This is an optimization exercise on Yosys and OpenROAD, whose aim is small area, not a production implementation.
Only simulation tests tie the RTL to the original design; equivalence was not proved.
Power is estimated from default activity; no workload was simulated.

`config.mk`:
```
export PLATFORM = sky130hd
export DESIGN_NAME = top
export DESIGN_NICKNAME = top
export VERILOG_FILES = /design/flow/design.v
export SDC_FILE = /design/flow/constraint.sdc
export NUM_CORES = 4
export LEC_CHECK = 0
export CAP_MARGIN = 20
export CORE_MARGIN = 2
export CORE_UTILIZATION = 40
export SLEW_MARGIN = 20
```
`constraint.sdc`:
```
create_clock -name core_clock -period 3.8 [get_ports {clk}]
set_input_delay 0.7600 -clock core_clock [delete_from_list [all_inputs] [get_ports {clk}]]
set_output_delay 0.7600 -clock core_clock [all_outputs]
set_load 0.01 [all_outputs]
```
`design.v`:
```
`timescale 1ns / 1ps
module alu #
(
     parameter DATA_WIDTH = 8,
     parameter ADDR_WIDTH = 4
)
(
     input [DATA_WIDTH-1:0]a_in_temp,
     input [DATA_WIDTH-1:0]b_in_temp,
     input [ADDR_WIDTH-1:0]opcode_temp,
     input clk, rst,
     output [DATA_WIDTH-1:0]data_out_temp,
     output carry_out_temp
);
 reg [DATA_WIDTH:0]res_temp;
 always@(*)
 begin
    case(opcode_temp)
         4'b0000 : res_temp = a_in_temp;
         4'b0001 : res_temp = a_in_temp + b_in_temp;
         4'b0010 : res_temp = a_in_temp + b_in_temp + 1;
         4'b0011 : res_temp = a_in_temp - b_in_temp;
         4'b0100 : res_temp = a_in_temp - b_in_temp - 1;
         4'b0101 : res_temp = a_in_temp + 1;
         4'b0110 : res_temp = a_in_temp - 1;
         4'b0111 : res_temp = b_in_temp;
         4'b1000 : res_temp = a_in_temp | b_in_temp;
         4'b1001 : res_temp = a_in_temp ^ b_in_temp;
         4'b1010 : res_temp = a_in_temp & b_in_temp;
         4'b1011 : res_temp = ~a_in_temp;
         default : res_temp = 0;
    endcase
 end
 assign {carry_out_temp,data_out_temp} = res_temp;
endmodule
`timescale 1ns / 1ps
module memory #
(
 parameter DATA_WIDTH = 8,
 parameter ADDR_WIDTH = 4
)
(
 input clk,
 input CS,wr_en,
 input [DATA_WIDTH-1:0] data_in,
 input [ADDR_WIDTH-1:0] addr_in,
 output [DATA_WIDTH-1:0] data_out
);
 reg [DATA_WIDTH-1:0]memory[0:15];
 reg [DATA_WIDTH-1:0]temp_reg;
 always@(posedge clk)
 begin
     if(CS && wr_en)
         memory[addr_in]<=data_in;
end
 always@(posedge clk)
 begin
     if(CS && !wr_en)
         temp_reg<=memory[addr_in];
 end
 assign data_out = (CS&&!wr_en)?temp_reg:{DATA_WIDTH{1'b0}};
endmodule
`timescale 1ns / 1ps
module top #
(
 parameter DATA_WIDTH = 8,
 parameter ADDR_WIDTH = 4
)
(
 input clk,
 input reset_n,
 input [ADDR_WIDTH-1:0]opcode_in,
 input CS_0,CS_1,
 input wr_en_0,wr_en_1,
 input [ADDR_WIDTH-1:0]addr_in_0,addr_in_1,
 input [DATA_WIDTH-1:0]a_in,
 input [DATA_WIDTH-1:0]b_in,
 output reg carry_out,
 output reg [DATA_WIDTH-1:0]result_out
);
 wire [DATA_WIDTH-1:0]data_out_0,data_out_1;
 wire [DATA_WIDTH-1:0]data_out_temp;
 wire carry_out_temp;
 reg [ADDR_WIDTH-1:0]opcode_temp;
 memory ram_0(
     .clk(clk),
     .CS(CS_0),
     .wr_en(wr_en_0),
     .data_in(a_in),
     .addr_in(addr_in_0),
     .data_out(data_out_0)
);
 memory ram_1(
     .clk(clk),
     .CS(CS_1),
     .wr_en(wr_en_1),
     .data_in(b_in),
     .addr_in(addr_in_1),
     .data_out(data_out_1)
);
 always@(posedge clk,negedge reset_n)
 begin
    if(!reset_n)
        opcode_temp <= 4'd0;
    else
        opcode_temp <= opcode_in;
 end
 alu alu0(
     .a_in_temp(data_out_0),
     .b_in_temp(data_out_1),
     .opcode_temp(opcode_temp),
     .data_out_temp(data_out_temp),
     .carry_out_temp(carry_out_temp)
);
always@(posedge clk,negedge reset_n)
 begin
    if(!reset_n)
        {carry_out,result_out} <= 0;
    else
        {carry_out,result_out} <= {carry_out_temp,data_out_temp};
 end 
endmodule
```
`run.sh`:
```
#!/bin/bash
# synth_recipe.tcl (not shown) runs the flow's synth.tcl, then flattens the netlist and writes it again
# the make line also repeats each setting of config.mk as NAME=value (left out here)
make -C /OpenROAD-flow-scripts/flow DESIGN_CONFIG=/design/flow/config.mk WORK_HOME=/design/flow/orfs CLKGATE_MAP_FILE= SYNTH_SCRIPT=/design/flow/synth_recipe.tcl finish
```
==> flow_summary.toml <==
[min_path]
min_path_type = "input port to asynchronous set/reset pin"

[final_layout]
final_core_util_pct = 47.5
syn2layout_area_growth_pct = 17.6
antenna_cells = 0
finalNetCount = 955
final_cell_mix = "edfxtp_1, buf_4, nor2_1, mux4_1, clkdlybuf4s50_1"
top_regs = "ram_0.memory: 128 flops, ram_1.memory: 128 flops"
layout-drive-gt1-share_pct = 18.3
mostFrequentLayoutCell = "edfxtp_1"

[power_and_ir_drop]
ir_drop_uv = 381
p_leak_uw = 0.00537
pwr-share-comb_pct = 8.7
p_int_uw = 5650
swShare_pct = 21.3
power.switching_uw = 1530
clkPwrFrac_pct = 42.1
p_seq_share_pct = 49.2
power_density_mw_per_mm2 = 466

[clock_tree]
clockRootBuffer = "clkbuf_16"
postCtsHoldBufs = 0
cts_buffers = 30
cts.sinks = 285
clkSlewWorstSetupHoldPaths_ns = 0.06
cts_tree = "yes"
cts_setup_buffers = 0
ctsResizeCount = 0
clock_latency_ns = 0.56
h-tree-depth = 1
cts.path.max_buffers = 3

[sta]
slew_violations = 0
max_slew_margin_pct = 33.8
setup_viol_count_final = 0
hold_viol_final = 0
fin_crit_ns = 3.31
fin_crit_sh_pct = 87.1
fmax_mhz = 302
final.setup_skew_ns = 0.0139
finalSetupTns_ns = 0
rsz0062_at_grt = "false"
tightest_slew_ns = 0.985

[floorplanning]
initial_utilization_pct = 40.4
core_sq_mm = 0.0324
io_pins = 43
die_area_sq_mm = 0.0342
core.rowCount = 66
die_w_um = 185
die_h_um = 185

[synth]
synthArstFlopShare_pct = 4.56
ys.flop_type = "edfxtp_1"
ys_types = 62
ys_ff_latch = 285
syn_inst = 778
synth_seq_area_share_pct = 64.9
yosys_warnings = 3
syn_nets = 848
synth_edf_count = 272
synth_area_per_cell_sq_um = 16.8
synth_area_sq_mm = 0.0131

[global_routing]
antenna_found_initial = 0
grt_pass1_vias = 7339
track_usage_pct = 16.4
grt_max_degree = 37
gr-total-overflow = 0
grt_pass1_wl_mm = 42.6

[detailed_routing]
wl_per_cell_um = 20.2
vias_per_cell = 5.35
drc_errors = 0
via_count = 7232
routed_wl_mm = 27.2
drt_pass1_iterations = 5
drt_iter0_drc = 590
ant_nets = 0

[worst_setup_path]
reg2reg_depth = 13
end_kind = "flop"
reg2reg_from = "opcode_temp[0]"
reg2reg_slack_ns = 0.49
startpoint_type = "flop"
crit_type = "flop to flop"
crit_arrival_ns = 3.75
required_ns = 4.24
path_max_fanout = 13
r2r_end = "result_out[5]"

[outcome]
run_status = "complete, no violations"

[place]
dp_hpwl_mm = 19.3
routabilityCongestion = 0.890
port_buffers = 42

[job]
cap_violations = 0
[through the flow]
step / instance area, sq um / worst slack, ns / hold slack [ns] / total power [uW] / std cells
global placement: 14400 / 0.0756 / 0.705 / 4210 / 1295
detailed placement: 14400 / 0.0491 / 0.710 / 4220 / 1295
global route: 15400 / 0.261 / 0.608 / 7440 / 1351
CTS: 15400 / 0.536 / 0.605 / 7250 / 1351
floorplan: 13100 / 0.366 / 0.464 / 3970 / 778
finish: 15400 / 0.488 / 0.599 / 7180 / 1351
[worst max-delay path by stage]
stage / startpoint / cells after the start / slack [ns] / to
final: opcode_temp[0] / 13 / 0.49 / result_out[5]
after floorplan: wr_en_1 / 14 / 0.37 / result_out[5]
after global routing: opcode_temp[2] / 13 / 0.26 / result_out[6]
after global placement: wr_en_1 / 15 / 0.08 / result_out[7]
after CTS: opcode_temp[2] / 13 / 0.54 / result_out[6]
after detailed placement: wr_en_1 / 15 / 0.05 / result_out[6]
[cells by family after synthesis]
family                   synth area share (%)
buffers and inverters                    2.85
XOR/XNOR                                0.870
multiplexers                             15.5
adder cells (fa/ha/maj)                  3.61
AND/OR/NAND/NOR                          6.17
AO/OA/AOI/OAI                            6.13
flip-flops                               64.9
[cell type report]
class	instances	area (sq um)
timing repair buffer	116	978
multi-input combinational	424	4220
tap	442	553
clock inverter	23	278
inverter	28	105
sequential	285	8490
clock buffer	33	762
fill	2796	17000
[critical path, cell delays in order, from the launching register on]
cell and delay [ns]:
dfrtp_1 0.59, nor2b_1 0.32, nand2_1 0.08, a21o_1 0.33, a31oi_1 0.23, o21ai_0 0.14
ha_1 0.37, o21ai_0 0.10, a21oi_1 0.19, o21ai_0 0.13, buf_4 0.15, a21boi_0 0.17
o31ai_1 0.09, a221o_1 0.28
[power groups by stage]
stage          Sequential (uW)  Combinational (uW)  Clock, uW
4_1_cts                   3530                 628       3090
3_3_place_gp              3590                 618          0
2_1_floorplan             3590                 379          0
5_1_grt                   3530                 685       3220
6_report                  3530                 625       3020
3_5_place_dp              3600                 624          0
[cell usage after synthesis, types with 2 or more instances]
| cell | number | area, sq um |
|---|---|---|
| edfxtp_1 | 272 | 8170 |
| nor2_1 | 52 | 195 |
| mux4_1 | 44 | 1160 |
| nand2_1 | 38 | 143 |
| mux4_2 | 36 | 811 |
| ha_1 | 33 | 413 |
| a21oi_1 | 31 | 155 |
| o21ai_0 | 30 | 150 |
| inv_1 | 28 | 105 |
| nor3_1 | 20 | 100 |
| nand2b_1 | 18 | 113 |
| buf_2 | 16 | 80.1 |
| dfrtp_1 | 13 | 325 |
| clkbuf_1 | 11 | 41.3 |
| nor2b_1 | 11 | 68.8 |
| xnor2_1 | 10 | 87.6 |
| o22ai_1 | 9 | 56.3 |
| a22oi_1 | 8 | 60.1 |
| a31oi_1 | 6 | 37.5 |
| mux2i_1 | 6 | 60.1 |
| buf_1 | 5 | 18.8 |
| a211oi_1 | 4 | 30.0 |
| a21o_1 | 4 | 30.0 |
| buf_8 | 4 | 60.1 |
| or3_1 | 4 | 25.0 |
| a32oi_1 | 3 | 26.3 |
| and3_1 | 3 | 18.8 |
| fa_1 | 3 | 60.1 |
| nand3b_1 | 3 | 22.5 |
| nand4_1 | 3 | 18.8 |
| nor4_1 | 3 | 18.8 |
| o21a_1 | 3 | 22.5 |
| o31a_1 | 3 | 26.3 |
| o31ai_1 | 3 | 22.5 |
| xor2_1 | 3 | 26.3 |
| a221oi_1 | 2 | 17.5 |
| a2bb2oi_1 | 2 | 17.5 |
| a41oi_1 | 2 | 17.5 |
| buf_12 | 2 | 40.0 |
| buf_6 | 2 | 22.5 |
| nor3b_1 | 2 | 15.0 |
| o221ai_1 | 2 | 17.5 |
| or2_2 | 2 | 12.5 |
[layer usage]
metal	vias to the layer above	track usage, %	part of all wire (%)
met1	3611	23.1	45
met3	44	2.54	5.0
met4	0	4.44	2.1
met5	-	0	0
met2	216	26.6	48
li1	3361	-	-

==> static timing again, ports no longer ideal <==
Ports are ideal in the flow. The routed layout listed here was re-timed in OpenROAD.
Step 1 assumes that a clkbuf_16 drives the clock port and a buf_2 every other input.
Step 2 moves the port delays by t, midway between the first and last clock arrival at a register: inputs arrive t later, outputs are due t later. That takes back most of the time a late clock gives input paths.
Slacks: ideal ports / drivers / drivers and shift; pairs: ideal ports / drivers.
shift t [ns]: 0.601
slack for setup (ns): 0.488 / 0.488 / -0.014
worst setup path after step 2: input to register
clock arrival spread, ns: 0.025 / 0.025
cell pins on the clock port's net: 1
With both steps, setup timing fails in this run, where it was met with ideal ports. The setup slack of this run moves by 0.000 ns with the drivers and by -0.502 ns with both steps.
